Background: an optimization exercise with open tools, aiming at small area. Do not read the settings as production practice.
Function was checked by simulation only, so behaviour that the tests miss may differ from the original.
Power and IR drop assume default switching activity.

File: flow/flow/run.sh
#!/bin/bash
# Layout flow: the standard ORFS flow (standard synthesis unchanged),
# with a leaner clock tree (clkbuf_8 leaves over clusters of up to 16
# sinks, no dummy loads) and plain buf_1 port buffers.
# Each tool's output goes to a log in this folder.
set -euo pipefail
CTS="-sink_clustering_enable -repair_clock_nets -dont_use_dummy_load"
CTS="$CTS -sink_clustering_size 16 -sink_clustering_max_diameter 60"
CTS="$CTS -buf_list {sky130_fd_sc_hd__clkbuf_8}"
bash standard.sh "CTS_ARGS=$CTS" \
    "BUFFER_PORTS_ARGS=-buffer_cell sky130_fd_sc_hd__buf_1" \
    finish > standard_flow.log 2>&1
File: flow/standard.sh
#!/bin/bash
# synth_recipe.tcl (not shown) runs the flow's synth.tcl, then flattens the netlist and writes it again
# the make line also repeats each setting of config.mk as NAME=value (left out here)
make -C /OpenROAD-flow-scripts/flow DESIGN_CONFIG=/design/flow/config.mk WORK_HOME=/design/flow/orfs CLKGATE_MAP_FILE= SYNTH_SCRIPT=/design/flow/synth_recipe.tcl "${@:-finish}"
File: flow/config.mk
export PLATFORM = sky130hd
export DESIGN_NAME = Datapath
export DESIGN_NICKNAME = Datapath
export VERILOG_FILES = /design/flow/design.v
export SDC_FILE = /design/flow/constraint.sdc
export NUM_CORES = 4
export LEC_CHECK = 0
export CAP_MARGIN = 10
export CORE_MARGIN = 2
export CORE_UTILIZATION = 50
export SLEW_MARGIN = 10
export SYNTH_HIERARCHICAL = 1
File: flow/constraint.sdc
create_clock -name core_clock -period 12.0 [get_ports {clock}]
set_input_delay 2.4000 -clock core_clock [delete_from_list [all_inputs] [get_ports {clock}]]
set_output_delay 2.4000 -clock core_clock [all_outputs]
set_load 0.01 [all_outputs]
File: flow/design.v
module Datapath(
    clock,
    reset,
    instr,
    pc,
    rf_we,
    rf_waddr,
    rf_wdata,
    dm_we,
    dm_addr,
    dm_wdata
);
    input reset, clock;
    input [31:0] instr;
    output [31:0] pc;
    output rf_we;
    output [4:0] rf_waddr;
    output [31:0] rf_wdata;
    output dm_we;
    output [4:0] dm_addr;
    output [31:0] dm_wdata;
    wire [6:0] op = instr[6:0];
    wire [4:0] rd = instr[11:7];
    wire [4:0] rs1 = instr[19:15];
    wire [4:0] rs2 = instr[24:20];
    wire [2:0] f3 = instr[14:12];
    wire [6:0] f7 = instr[31:25];
    wire is_r  = (op == 7'b0110011);
    wire is_ld = (op == 7'b0000011);
    wire is_st = (op == 7'b0100011);
    wire is_br = (op == 7'b1100011);
    reg [31:1] pcq;
    assign pc = {pcq, 1'b0};
    reg [31:0] rf [1:31];
    reg [31:0] dm [0:31];
    wire [31:1] sa, sb;
    genvar n;
    generate
        for (n = 1; n < 32; n = n + 1) begin : g_sel
            assign sa[n] = (rs1 == n);
            assign sb[n] = (rs2 == n);
        end
    endgenerate
    wire [31:0] a, b;
    generate
        for (n = 0; n < 32; n = n + 1) begin : g_rd
            wire [31:1] col;
            genvar m;
            for (m = 1; m < 32; m = m + 1) begin : g_c
                assign col[m] = rf[m][n];
            end
            OneHotMux31 mux_a(.sel(sa), .d(col), .o(a[n]));
            OneHotMux31 mux_b(.sel(sb), .d(col), .o(b[n]));
        end
    endgenerate
    wire f7z = (f7 == 7'b0000000);
    wire f7s = (f7 == 7'b0100000);
    wire op_as  = (f7z | f7s) & (f3 == 3'b000);
    wire op_and = f7z & (f3 == 3'b111);
    wire op_or  = f7z & (f3 == 3'b110);
    wire inv = instr[30] | ~instr[4];        
    wire [31:0] bb = b ^ {32{inv}};
    wire [31:0] p = a ^ bb;
    wire [31:0] g = a & bb;
    wire [32:0] s2 = {a, 1'b1} + {bb, inv};
    wire [31:0] sum = s2[32:1];
    wire [31:0] alu = ({32{op_as}} & sum) |
                      ({32{op_and}} & g) |
                      ({32{op_or}} & (p | g));
    wire [4:0] ioff = is_st ? {instr[26:25], instr[11:9]} : instr[26:22];
    wire [4:0] ip = a[4:0] ^ ioff;
    wire [4:0] ig = a[4:0] & ioff;
    wire [4:1] ic;
    assign ic[1] = ig[0];
    assign ic[2] = ig[1] | (ip[1] & ig[0]);
    assign ic[3] = ig[2] | (ip[2] & ig[1]) | (ip[2] & ip[1] & ig[0]);
    assign ic[4] = ig[3] | (ip[3] & ig[2]) | (ip[3] & ip[2] & ig[1]) |
                   (ip[3] & ip[2] & ip[1] & ig[0]);
    wire [4:0] idx = ip ^ {ic, 1'b0};
    wire [31:0] sm;
    generate
        for (n = 0; n < 32; n = n + 1) begin : g_msel
            assign sm[n] = (idx == n);
        end
    endgenerate
    wire [31:0] mrd;
    generate
        for (n = 0; n < 32; n = n + 1) begin : g_mrd
            wire [31:0] col;
            genvar m;
            for (m = 0; m < 32; m = m + 1) begin : g_c
                assign col[m] = dm[m][n];
            end
            OneHotMux32 mux_m(.sel(sm), .d(col), .o(mrd[n]));
        end
    endgenerate
    wire [31:0] wd = is_ld ? mrd : alu;
    assign rf_we = is_r | is_ld;
    assign rf_waddr = rd;
    assign rf_wdata = wd;
    assign dm_we = is_st;
    assign dm_addr = idx;
    assign dm_wdata = b;
    wire taken = is_br & (&p);
    wire [10:0] boff = taken ? {instr[7], instr[30:25], instr[11:8]} : 11'd2;
    wire bs = taken & instr[31];
    wire [30:0] pa = {{20{bs}}, boff};
    wire [31:1] pcn = pcq + pa;
    always @(posedge clock)
        if (reset) pcq <= 31'd0;
        else pcq <= pcn;
    wire [31:0] wd0 = wd & {32{~reset}};
    wire [31:0] wd1 = wd | {32{reset}};
    wire [31:0] bd0 = b & {32{~reset}};
    wire [31:0] bd1 = b | {32{reset}};
    genvar i, j;
    generate
        for (i = 1; i < 32; i = i + 1) begin : g_rf
            wire en = reset | (rf_we & (rd == i));
            wire [31:0] rv = (i == 29) ? 32'd252 : i;
            wire [31:0] d;
            for (j = 0; j < 32; j = j + 1) begin : g_b
                assign d[j] = rv[j] ? wd1[j] : wd0[j];
            end
            always @(posedge clock)
                if (en) rf[i] <= d;
        end
        for (i = 0; i < 32; i = i + 1) begin : g_dm
            wire en = reset | (is_st & (idx == i));
            wire [31:0] d;
            for (j = 0; j < 32; j = j + 1) begin : g_b
                assign d[j] = (i >> j) & 1 ? bd1[j] : bd0[j];
            end
            always @(posedge clock)
                if (en) dm[i] <= d;
        end
    endgenerate
endmodule
module OneHotMux31(sel, d, o);
    input [31:1] sel;
    input [31:1] d;
    output o;
    wire [10:0] t;
    genvar g;
    generate
        for (g = 0; g < 10; g = g + 1) begin : g_t
            AOI222 u(.a0(sel[3*g+1]), .b0(d[3*g+1]), .a1(sel[3*g+2]), .b1(d[3*g+2]),
                     .a2(sel[3*g+3]), .b2(d[3*g+3]), .y(t[g]));
        end
    endgenerate
    assign t[10] = ~(sel[31] & d[31]);
    assign o = ~&t;
endmodule
module OneHotMux32(sel, d, o);
    input [31:0] sel;
    input [31:0] d;
    output o;
    wire [10:0] t;
    genvar g;
    generate
        for (g = 0; g < 10; g = g + 1) begin : g_t
            AOI222 u(.a0(sel[3*g]), .b0(d[3*g]), .a1(sel[3*g+1]), .b1(d[3*g+1]),
                     .a2(sel[3*g+2]), .b2(d[3*g+2]), .y(t[g]));
        end
    endgenerate
    assign t[10] = ~((sel[30] & d[30]) | (sel[31] & d[31]));
    assign o = ~&t;
endmodule
module AOI222(a0, b0, a1, b1, a2, b2, y);
    input a0, b0, a1, b1, a2, b2;
    output y;
    assign y = ~((a0 & b0) | (a1 & b1) | (a2 & b2));
endmodule
==> out/qor.csv, run 1 <==
metric,value,unit
run status,finished with violations,
overall die height,406,µm
worst hold margin,0.508,ns
RD Place Congestion,1.01,
synth warn,9,
Resize count post-CTS,0,
GR Overflow Total,0,
GR Layer Usage met1,0.448,
syn_area_per_cell,17.6,µm²
reg2reg path depth,21,
largest net degree at the start of global routing,65,
Vias,54688,
critical path startpoint category,input port,
Placement Cell Area,0.0873,mm²
vias per cell,7.52,
pwr/cell area,158,mW/mm²
Placeable Area,0.161,mm²
post-synthesis sequential area ratio,0.756,
CTS Buffer Depth,3,
TritonCTS Buffers,161,
FMAX,83.3,MHz
Worst Max-Slew Pin Slew,1.28,ns
HPWL after DPL,185000,µm
final worst path period share,1.00,
"Arr. time, crit path",9.61,ns
Most used DFF post-synth,edfxtp_1,
Rel. slew slack,0.143,
M3 GR Usage,0.0980,
"EDFF count, synth",2016,
Final Net Count,5214,
cell taking the most area after synthesis,edfxtp_1,
# rows,147,
setup repair bufs after CTS,0,
WS Path Type,input port to output pin,
GRT Resource Usage Total,0.349,
Seq cells post-synth,2047,
layout cells sized above 1,0.139,
total wire length,292000,µm
class of the worst hold path,flip-flop to flip-flop,
largest cells by area after synthesis,"edfxtp_1, a222oi_1, nand4_1",
vias in the first global route,51946,
maximum VDD drop,0.125,mV
Non-Filler Instances,7271,
setup ws final,-0.00760,ns
DRT iter0 DRCs,12408,
WL per Instance,40.2,µm
clock period minus worst slack,12.01,ns
clock slew at reported path FFs,0.06,ns
Initial Util,0.504,
Setup Skew,0.119,ns
initial antenna violation count,10,
Blocking Checks,negative setup slack,
RSZ-0062 raised after global routing,no,
share of synthesized registers carrying an async set or reset,0,
"Hold-fix buffers, CTS",0,
number of detailed-route iterations in the first pass,15,
maximum fanout along the worst path,21,
CTS tree,built,
MaxCap Viol Count,0,
area grow syn2layout,10.8,%
dpl cells,7094,
CTS sink cnt,2047,
DRC viols,0,
first-pass GRT wire length,401000,µm
GR Util met2,0.528,
PortBufs,140,
Boundary Pins,142,
CP endpoint kind,output pin,
Final Setup Violations,1,
Tot Pwr,14.1,mW
Finished Cell Area,0.0896,mm²
synthesized instance count,4605,
max-slew violations,0,
Synth top area share,0.749,
Final Hold Fails,0,
die area,0.165,mm²
GR peak layer,met2,
Pleak,30.4,nW
H-tree depth,4,
syn_nets,4720,
Worst-Skew Late Latency,0.98,ns
Clock Root Buffer,clkbuf_8,
mapped cell area,0.0809,mm²
ANT nets after route,0,
hold path depth,2,
synth unique cells,77,
Worst Path Required,9.60,ns
Die X,406,µm
setup_tns,-0.00760,ns
-- area by class of cell --
class | count | area (µm²)
Antenna cell | 14 | 35.0
Clock buffer | 161 | 2220
Fill cell | 12717 | 71000
Inverter | 101 | 379
Multi-Input combinational cell | 2382 | 20600
Sequential cell | 2047 | 61200
Tap cell | 2160 | 2700
Timing Repair Buffer | 406 | 2560
-- where the power goes --
part / total (mW) / leakage (nW) / switching [mW] / internal (mW)
clock: 3.35 / 1.16 / 2.15 / 1.20
combinational: 2.30 / 8.39 / 1.64 / 0.660
sequential: 8.49 / 20.9 / 0.147 / 8.34
total: 14.1 / 30.4 / 3.93 / 10.2
-- stage by stage --
step,worst slack (ns),util
6_report,-0.00760,0.558
5_1_grt,0.00131,0.558
4_1_cts,0.357,0.557
3_3_place_gp,0.449,0.544
3_5_place_dp,0.360,0.544
2_1_floorplan,0.952,-
-- per-module statistics from Yosys, one instance, submodules excluded --
module / flops+latches / times used / cells / cell area (µm²)
OneHotMux31: 0 / 64 / 4 / 27.5
OneHotMux32: 0 / 32 / 5 / 36.3
AOI222: 0 / 960 / 1 / 10.0
Datapath: 2047 / 1 / 3229 / 68300
-- logic make-up after synthesis --
kind of cell / share of synthesized area
flops: 0.756
compound gates: 0.156
simple gates: 0.0557
buf+inv: 0.00856
xor+xnor: 0.00953
fa+ha+maj: 0.0127
mux: 0.00141
other cells: 0.0000464
-- per-layer routing --
layer  routed length, µm  share of wire
met1              102000           0.35
met2              130000           0.45
met3               39000           0.13
met4               21200          0.072
met5                  41        0.00014
-- flip-flops by register name, indices dropped and copies added (netlist names) --
| signal | cells |
|---|---|
| dm | 1024 |
| rf | 992 |
| pcq | 31 |
-- Yosys cell counts, drive strengths merged (7+ instances only) --
cell type and count:
or4 35, dfxtp 31, nor2 193, or2 12, nand2b 26, buf 14, a21o 25, o21bai 59
o21a 8, nor3 46, ha 79, a22o 33, or3 15, xnor2 65, inv 100, a21oi 64
and2 13, edfxtp 2016, xor2 23, a31oi 7, nand4 203, o221ai 9, nor4 13, nand2 191
a222oi 965, nand3b 7, a22oi 9, clkbuf 62, o21ai 63, mux2i 8, nor2b 54, nand3 21
a2111o 65
-- worst max-delay path: stages --
cell      delay [ns]
buf_1           0.52
nand3b_1        0.40
nor2_4          0.73
a222oi_1        0.22
nand4_1         0.14
a2111o_1        0.34
ha_1            0.24
inv_1           0.06
fa_1            0.40
xor2_1          0.31
inv_1           0.13
nor2_1          0.29
nand3_1         0.48
nor2_4          0.56
buf_4           0.46
a222oi_1        0.25
nand4_1         0.20
or4_4           0.20
nor2_1          0.08
nor3_1          0.89
buf_1           0.24
-- final timing paths --
path	from	to	slack, ns
worst max-delay path	instr[15]	rf_wdata[28]	-0.008
worst min-delay path	pcq[31]$_SDFF_PP0_	pcq[31]$_SDFF_PP0_	0.51
worst max register to register	rf[28][16]$_DFFE_PP_	pcq[30]$_SDFF_PP0_	4.81
worst min register to register	pcq[31]$_SDFF_PP0_	pcq[31]$_SDFF_PP0_	0.51
-- placed cells by master (no fill, tap or decap), types with 14 or more instances in the layout --
cell type and count:
edfxtp_1 2016, a222oi_1 965, buf_4 264, nand4_1 202, nand2_1 189, clkbuf_8 161
buf_1 138, nor2_1 103, inv_1 100, nor2_4 84, ha_1 79, a2111o_1 65
xnor2_1 64, a21oi_1 60, o21ai_0 59, o21bai_4 51, a22o_1 33, or4_4 33
nor2b_2 31, dfxtp_1 31, nor3_1 29, nand2b_1 26, xor2_1 23, nand3_1 21
a21o_1 16, or3_1 15, diode_2 14, nor3_2 14
==> inputs of run 2 (changes only) <==
--- a/flow/design.v
+++ b/flow/design.v
@@ -82,6 +82,6 @@
         for (n = 0; n < 32; n = n + 1) begin : g_msel
-            assign sm[n] = (idx == n);
+            assign sm[n] = is_ld & (idx == n);
         end
     endgenerate
-    wire [31:0] mrd;
+    wire [31:0] wd;
     generate
@@ -93,6 +93,5 @@
             end
-            OneHotMux32 mux_m(.sel(sm), .d(col), .o(mrd[n]));
+            OneHotMux33 mux_m(.sel(sm), .d(col), .sx(~is_ld), .dx(alu[n]), .o(wd[n]));
         end
     endgenerate
-    wire [31:0] wd = is_ld ? mrd : alu;
     assign rf_we = is_r | is_ld;
@@ -153,5 +152,6 @@
 endmodule
-module OneHotMux32(sel, d, o);
+module OneHotMux33(sel, d, sx, dx, o);
     input [31:0] sel;
     input [31:0] d;
+    input sx, dx;
     output o;
@@ -165,3 +165,3 @@
     endgenerate
-    assign t[10] = ~((sel[30] & d[30]) | (sel[31] & d[31]));
+    AOI222 u_x(.a0(sel[30]), .b0(d[30]), .a1(sel[31]), .b1(d[31]), .a2(sx), .b2(dx), .y(t[10]));
     assign o = ~&t;
--- a/flow/flow/run.sh
+++ b/flow/flow/run.sh
@@ -3,3 +3,3 @@
 # with a leaner clock tree (clkbuf_8 leaves over clusters of up to 16
-# sinks, no dummy loads) and plain buf_1 port buffers.
+# sinks, no dummy loads) and plain buf_2 port buffers.
 # Each tool's output goes to a log in this folder.
@@ -10,3 +10,3 @@
 bash standard.sh "CTS_ARGS=$CTS" \
-    "BUFFER_PORTS_ARGS=-buffer_cell sky130_fd_sc_hd__buf_1" \
+    "BUFFER_PORTS_ARGS=-buffer_cell sky130_fd_sc_hd__buf_2" \
     finish > standard_flow.log 2>&1
--- a/flow/config.mk
+++ b/flow/config.mk
@@ -7,6 +7,6 @@
 export LEC_CHECK = 0
-export CAP_MARGIN = 10
+export CAP_MARGIN = 20
 export CORE_MARGIN = 2
-export CORE_UTILIZATION = 50
-export SLEW_MARGIN = 10
+export CORE_UTILIZATION = 60
+export SLEW_MARGIN = 20
 export SYNTH_HIERARCHICAL = 1
==> out/qor.csv, run 2 <==
metric,value,unit,change
run status,no timing/DRC/antenna violations,,was finished with violations
largest net degree at the start of global routing,114,,was 65
die area,0.138,mm²,was 0.165 mm²
Largest regs,"dm (1024), rf (992), pcq (31)",,unchanged
RSZ-0062 raised after global routing,no,,unchanged
Non-Filler Instances,6846,,was 7271
total wire length,276000,µm,was 292000 µm
setup_tns,0,ns,was -0.00760 ns
"Arr. time, crit path",9.03,ns,was 9.61 ns
WL per Instance,40.3,µm,was 40.2 µm
Final Net Count,5181,,was 5214
"EDFF count, synth",2016,,unchanged
area grow syn2layout,10.2,%,was 10.8%
TritonCTS Buffers,156,,was 161
"commonest non-fill, non-tap cell in the layout",edfxtp_1,,unchanged
Vias,54783,,was 54688
vias per cell,8.00,,was 7.52
Seq cells post-synth,2047,,unchanged
synth warn,9,,unchanged
critical path startpoint category,input port,,unchanged
Most used DFF post-synth,edfxtp_1,,unchanged
CTS tree,built,,unchanged
Rel. slew slack,0.210,,was 0.143
mapped cell area,0.0808,mm²,was 0.0809 mm²
synthesized instance count,4595,,was 4605
overall die height,371,µm,was 406 µm
vias in the first global route,51546,,was 51946
ANT nets after route,0,,unchanged
maximum VDD drop,0.143,mV,was 0.125 mV
Resize count post-CTS,0,,unchanged
HPWL after DPL,175000,µm,was 185000 µm
setup repair bufs after CTS,0,,unchanged
DRC viols,0,,unchanged
GRT Resource Usage Total,0.397,,was 0.349
clock period minus worst slack,11.43,ns,was 12.01 ns
syn_area_per_cell,17.6,µm²,about the same
Initial Util,0.605,,was 0.504
layout cells sized above 1,0.160,,was 0.139
class of the worst hold path,flip-flop to flip-flop,,unchanged
MaxCap Viol Count,0,,unchanged
Synth top area share,0.749,,about the same
largest cells by area after synthesis,"edfxtp_1, a222oi_1, nand4_1",,unchanged
final worst path period share,0.953,,was 1.00
Setup Skew,0.122,ns,was 0.119 ns
Top reg by flops,dm,,unchanged
GR Overflow Total,0,,unchanged
number of detailed-route iterations in the first pass,14,,was 15
Worst Max-Slew Pin Slew,1.18,ns,was 1.28 ns
first-pass GRT wire length,383000,µm,was 401000 µm
maximum fanout along the worst path,32,,was 21
"Hold-fix buffers, CTS",0,,unchanged
dpl cells,6675,,was 7094
Pleak,30.8,nW,was 30.4 nW
share of synthesized registers carrying an async set or reset,0,,unchanged
max-slew violations,0,,unchanged
pwr/cell area,147,mW/mm²,was 158 mW/mm²
# rows,134,,was 147
Die X,371,µm,was 406 µm
H-tree depth,4,,unchanged
top-count cell post-synth,edfxtp_1,,unchanged
CTS sink cnt,2047,,unchanged
post-synthesis sequential area ratio,0.757,,was 0.756
Placeable Area,0.134,mm²,was 0.161 mm²
WS Path Type,input port to output pin,,unchanged
syn_nets,4710,,was 4720
FMAX,87.5,MHz,was 83.3 MHz
initial antenna violation count,20,,was 10
Worst-Skew Late Latency,0.92,ns,was 0.98 ns
PortBufs,140,,unchanged
Final Hold Fails,0,,unchanged
Clock Root Buffer,clkbuf_8,,unchanged
cell taking the most area after synthesis,edfxtp_1,,unchanged
clock slew at reported path FFs,0.07,ns,was 0.06 ns
synth unique cells,80,,was 77
Final Setup Violations,0,,was 1
RD Place Congestion,0.970,,was 1.01
Post-synth top cells,"edfxtp_1, a222oi_1, nand4_1, nor2_1, nand2_1",,unchanged
most frequent cells in the layout,"edfxtp_1, a222oi_1, buf_4",,unchanged
max reg flops,1024,,unchanged
DRT iter0 DRCs,12145,,was 12408
CTS Buffer Depth,3,,unchanged
Boundary Pins,142,,unchanged
Worst Path Required,9.60,ns,about the same
CP endpoint kind,output pin,,unchanged
run 2: cell types whose count changed after synthesis, sizes merged, moves of 14 or more:
cell / before / now
a21oi: 64 / 78
or3: 15 / 41
a22o: 33 / 0
o22ai: 3 / 30
or4: 35 / 7
o21ai: 63 / 32
nand3: 21 / 63
a222oi: 965 / 992
nor2b: 54 / 78
nand2: 191 / 135
run 2: final cells by class:
class	instances	area, µm²
sequential	2047	61200
inverter	93	349
clock buffer	156	2150
fill	9236	44600
antenna	14	35.0
timing repair buffer	398	2790
tap	1768	2210
multi-input combinational	2370	20300
run 2: worst paths after layout:
| check | start | endpoint | slack [ns] | depth (start not counted) |
|---|---|---|---|---|
| setup reg to reg | rf[19][17]$_DFFE_PP_ | pcq[19]$_SDFF_PP0_ | 4.90 | 21 |
| setup / recovery | instr[23] | rf_wdata[30] | 0.57 | 22 |
| hold reg to reg | pcq[30]$_SDFF_PP0_ | pcq[30]$_SDFF_PP0_ | 0.53 | 2 |
| hold / removal | pcq[30]$_SDFF_PP0_ | pcq[30]$_SDFF_PP0_ | 0.53 | 2 |
run 2: kinds of logic after synthesis:
kind of cell	Yosys count	synth area share
DFF	2047	0.757
AOI/OAI and AO/OA	1341	0.155
and+or+nand+nor	858	0.0565
buffers and inverters	178	0.00881
xor gates and xnor gates	85	0.00921
adders and majority gates	81	0.0127
muxes	4	0.000542
other	1	0.0000464
run 2: per-stage QoR:
step / utilization / hold WS, ns / setup WS [ns] / cell area [µm²] / total power, mW
after detailed placement: 0.649 / 0.523 / 0.768 / 86700 / 9.93
final: 0.666 / 0.534 / 0.567 / 89000 / 13.1
after global routing: 0.666 / 0.582 / 0.392 / 89000 / 13.4
after floorplan: - / 0.534 / 1.46 / 80800 / 9.31
after global placement: 0.648 / 0.523 / 0.762 / 86600 / 9.89
after CTS: 0.665 / 0.530 / 0.748 / 88900 / 13.0
run 2: worst max-delay path: stages:
cell,delay [ns]
buf_2,0.15
nand2b_1,0.52
nor3_2,0.09
buf_4,0.31
a222oi_1,0.52
nand4_1,0.38
a2111o_1,0.75
xnor2_1,0.32
inv_1,0.07
ha_1,0.44
a21oi_1,0.18
o21ai_0,0.39
nand4_1,0.17
nand3_1,0.16
o211ai_1,0.13
a41oi_1,0.30
o21a_1,0.14
o32ai_1,0.08
a222oi_1,0.58
nand3_1,0.32
or3_1,0.42
buf_2,0.16
run 2: power by group:
part	switching, mW	total (mW)	internal, mW	leakage [nW]
sequential	0.142	8.48	8.34	21.0
combinational	0.987	1.34	0.357	8.71
clock	2.08	3.24	1.16	1.12
run 2: Yosys stat by module (local to each module, per instance):
module	copies in the design	cell area (µm²)	cells	flip-flops and latches
OneHotMux33	32	23.8	4	0
OneHotMux31	64	27.5	4	0
Datapath	1	68400	3219	2047
AOI222	992	10.0	1	0
run 2: per-layer routing:
| metal | part of all wire | track usage | wire, µm | up-vias |
|---|---|---|---|---|
| met3 | 0.13 | 0.0954 | 36500 | 799 |
| met2 | 0.46 | 0.611 | 126000 | 4550 |
| li1 | - | - | - | 21936 |
| met5 | 0.00016 | 0 | 44 | - |
| met1 | 0.34 | 0.518 | 94500 | 27492 |
| met4 | 0.070 | 0.233 | 19300 | 6 |
==> inputs of run 3 (changes only) <==
--- a/flow/config.mk
+++ b/flow/config.mk
@@ -9,3 +9,3 @@
 export CORE_MARGIN = 2
-export CORE_UTILIZATION = 60
+export CORE_UTILIZATION = 70
 export SLEW_MARGIN = 20
==> out/qor.csv, run 3 <==
metric,value,unit,change
Seq cells post-synth,2047,,unchanged
Internal Power,9.84,mW,was 9.86 mW
Largest regs,"dm (1024), rf (992), pcq (31)",,unchanged
largest net degree at the start of global routing,120,,was 114
RD Place Congestion,1.02,,was 0.970
Net Sw Frac,0.245,,about the same
Vias,56127,,was 54783
number of fill cells,6284,,was 9236
R2R Setup Slk,4.61,ns,was 4.90 ns
WL per Instance,41.7,µm,was 40.3 µm
"worst slack, placed",0.801,ns,was 0.768 ns
Resize count post-CTS,0,,unchanged
Setup Skew,0.117,ns,was 0.122 ns
hold path depth,2,,unchanged
Clock Root Buffer,clkbuf_8,,unchanged
max reg flops,1024,,unchanged
critical path startpoint category,input port,,unchanged
pwr/cell area,147,mW/mm²,about the same
class of the worst hold path,flip-flop to flip-flop,,unchanged
layout cells sized above 1,0.157,,was 0.160
Finished Cell Area,0.0887,mm²,was 0.0890 mm²
final worst path period share,0.959,,was 0.953
RSZ-0062 raised after global routing,no,,unchanged
Rel. slew slack,0.180,,was 0.210
Critical Path Slowest Stage Cell,nor2_2,,was a2111o_1
GRT Resource Usage Total,0.461,,was 0.397
reg2reg path depth,21,,unchanged
area grow syn2layout,9.75,%,was 10.2%
Placement Cell Area,0.0863,mm²,was 0.0867 mm²
PortBufs,140,,unchanged
largest cells by area after synthesis,"edfxtp_1, a222oi_1, nand4_1",,unchanged
FMAX,86.9,MHz,was 87.5 MHz
NetSw,3.20,mW,was 3.21 mW
"commonest non-fill, non-tap cell in the layout",edfxtp_1,,unchanged
die area,0.118,mm²,was 0.138 mm²
first-pass GRT wire length,381000,µm,was 383000 µm
"EDFF count, synth",2016,,unchanged
clock period minus worst slack,11.51,ns,was 11.43 ns
Worst-Skew Late Latency,0.91,ns,was 0.92 ns
Final Net Count,5170,,was 5181
total wire length,274000,µm,was 276000 µm
Comb pwr share,0.104,,was 0.103
max-slew violations,0,,unchanged
ANT nets after route,0,,unchanged
HPWL after DPL,171000,µm,was 175000 µm
cell taking the most area after synthesis,edfxtp_1,,unchanged
maximum VDD drop,0.141,mV,was 0.143 mV
DRC viols,0,,unchanged
CTS sink cnt,2047,,unchanged
CTS tree,built,,unchanged
Worst Max-Slew Pin Slew,1.23,ns,was 1.18 ns
Synth top area share,0.749,,unchanged
GR Overflow Total,0,,unchanged
Final Core Density,0.776,,was 0.666
Most used DFF post-synth,edfxtp_1,,unchanged
vias per cell,8.53,,was 8.00
share of synthesized registers carrying an async set or reset,0,,unchanged
"Hold-fix buffers, CTS",0,,unchanged
setup repair bufs after CTS,0,,unchanged
Final Setup Violations,0,,unchanged
number of detailed-route iterations in the first pass,14,,unchanged
Pleak,30.8,nW,about the same
Worst Path Required,9.60,ns,about the same
Initial Util,0.707,,was 0.605
overall die height,344,µm,was 371 µm
run status,no timing/DRC/antenna violations,,unchanged
clock slew at reported path FFs,0.10,ns,was 0.07 ns
TritonCTS Buffers,153,,was 156
Post-synth top cells,"edfxtp_1, a222oi_1, nand4_1, nor2_1, nand2_1",,unchanged
initial antenna violation count,22,,was 20
top layer in use,met5,,unchanged
crit path cell chain,buf_2 -> or3_1 -> nor2_2 -> buf_4 -> a222oi_1 -> nand4_1 -> a2111o_1 -> ha_1 -> inv_1 -> fa_1 -> xor2_1 -> inv_1 -> nor2_1 -> nand3_1 -> nor2_2 -> buf_4 -> a222oi_1 -> nand3_1 -> or3_1 -> buf_2,,was buf_2 -> nand2b_1 -> nor3_2 -> buf_4 -> a222oi_1 -> nand4_1 -> a2111o_1 -> xnor2_1 -> inv_1 -> ha_1 -> a21oi_1 -> o21ai_0 -> nand4_1 -> nand3_1 -> o211ai_1 -> a41oi_1 -> o21a_1 -> o32ai_1 -> a222oi_1 -> nand3_1 -> or3_1 -> buf_2
Tot Pwr,13.0,mW,was 13.1 mW
WL met2,123000,µm,was 126000 µm
DRT iter0 DRCs,14529,,was 12145
setup ws final,0.493,ns,was 0.567 ns
CTS Buffer Depth,3,,unchanged
Top reg by flops,dm,,unchanged
CP endpoint kind,output pin,,unchanged
Boundary Pins,142,,unchanged
MaxCap Viol Count,0,,unchanged
Met3 Routed Length,45900,µm,was 36500 µm
syn_nets,4710,,unchanged
maximum fanout along the worst path,17,,was 32
Die X,344,µm,was 371 µm
clock share of power,0.245,,was 0.248
mapped cell area,0.0808,mm²,unchanged
WS Path Type,input port to output pin,,unchanged
synthesized instance count,4595,,unchanged
met1 wire length,82000,µm,was 94500 µm
max incr delay on CP,0.80,ns,was 0.75 ns
synth unique cells,80,,unchanged
Placeable Area,0.114,mm²,was 0.134 mm²
H-tree depth,4,,unchanged
most frequent cells in the layout,"edfxtp_1, a222oi_1, buf_4",,unchanged
top-count cell post-synth,edfxtp_1,,unchanged
syn_area_per_cell,17.6,µm²,unchanged
sequential power share,0.651,,was 0.649
"Arr. time, crit path",9.11,ns,was 9.03 ns
setup_tns,0,ns,unchanged
synth warn,9,,unchanged
post-synthesis sequential area ratio,0.757,,unchanged
# rows,124,,was 134
vias in the first global route,53693,,was 51546
Final Hold Fails,0,,unchanged
run 3: cell counts after synthesis:
No cell type changed its count.
run 3: through the flow:
stage          hold slack (ns)  instances
6_report                 0.559       6577
5_1_grt                  0.596       6569
4_1_cts                  0.561       6560
3_5_place_dp             0.548       6407
3_3_place_gp             0.534       6404
2_1_floorplan            0.534       4595
run 3: worst paths after layout:
kind,start,to
worst max register to register,rf[25][27]$_DFFE_PP_,pcq[19]$_SDFF_PP0_
worst min register to register,pcq[30]$_SDFF_PP0_,pcq[30]$_SDFF_PP0_
worst max-delay path,instr[15],rf_wdata[7]
worst min-delay path,pcq[30]$_SDFF_PP0_,pcq[30]$_SDFF_PP0_
run 3: critical path, delay by kind of cell:
kind	cells	cell delay, ns
AO/OA/AOI/OAI	3	0.69
adder cells (fa/ha/maj)	2	0.66
XOR/XNOR	1	0.35
buffers and inverters	6	1.60
AND/OR/NAND/NOR	8	3.40
run 3: cell families (layout without fill, tap and decap cells):
| family | count (synthesis) | count (layout) | synth area share |
|---|---|---|---|
| flops | 2047 | 2047 | 0.757 |
| compound gates | 1341 | 1341 | 0.155 |
| simple gates | 858 | 858 | 0.0565 |
| buf+inv | 178 | 636 | 0.00881 |
| xor+xnor | 85 | 85 | 0.00921 |
| fa+ha+maj | 81 | 81 | 0.0127 |
| mux | 4 | 4 | 0.000542 |
| other cells | 1 | 13 | 0.0000464 |
run 3: Yosys stat by module, one instance, submodules excluded:
| module | cell area, µm² | flops+latches | copies in the design | cells inside |
|---|---|---|---|---|
| OneHotMux33 | 23.8 | 0 | 32 | 4 |
| AOI222 | 10.0 | 0 | 992 | 1 |
| OneHotMux31 | 27.5 | 0 | 64 | 4 |
| Datapath | 68400 | 2047 | 1 | 3219 |
run 3: final cells by class:
cell class	count	area (µm²)	share of cell area
inverters	93	349	0.00394
clock buffers	153	2110	0.0237
repair buffers	390	2880	0.0324
flip-flops and latches	2047	61200	0.690
well taps	1512	1890	0.0213
diodes	12	30.0	0.000339
multi-input cells	2370	20300	0.229
run 3: layer usage:
metal	global-route usage	up-vias
li1	-	21922
met1	0.575	27108
met4	0.320	6
met5	0	-
met3	0.144	1148
met2	0.696	5943
run 3: power groups by stage:
| stage | sequential (mW) | combinational [mW] | clock [mW] |
|---|---|---|---|
| after global routing | 8.53 | 1.39 | 3.40 |
| final | 8.49 | 1.35 | 3.19 |
| after global placement | 8.61 | 1.25 | 0 |
| after detailed placement | 8.65 | 1.27 | 0 |
| after floorplan | 8.60 | 0.709 | 0 |
| after CTS | 8.49 | 1.28 | 3.17 |

-- what the ideal ports hide --
In the flow no input, the clock included, has a driving cell. The finished layouts below were timed again as built, in two steps. Step 1 sets driving cells, clkbuf_16 on the clock port and buf_2 on the other inputs (assumed; they add their load-dependent delay and slew). Step 2 times the ports against the registers' clock, not the clock port: input delays grow and output delays shrink by t, the midpoint of the rising clock arrivals with the driver on. Three values: ideal ports, drivers, drivers and shift; two values: the first two.
| run | shift t [ns] | setup WS [ns] | clock arrival spread, ns |
|---|---|---|---|
| run 1 | 1.000 | -0.008 / -0.032 / -0.032 | 0.119 / 0.119 |
| run 2 | 0.942 | 0.567 / 0.273 / 0.273 | 0.130 / 0.130 |
| run 3 | 0.938 | 0.493 / 0.297 / 0.297 | 0.124 / 0.124 |
The setup slack of run 2, which loses most, moves by -0.294 ns with the drivers and by -0.294 ns with both steps.
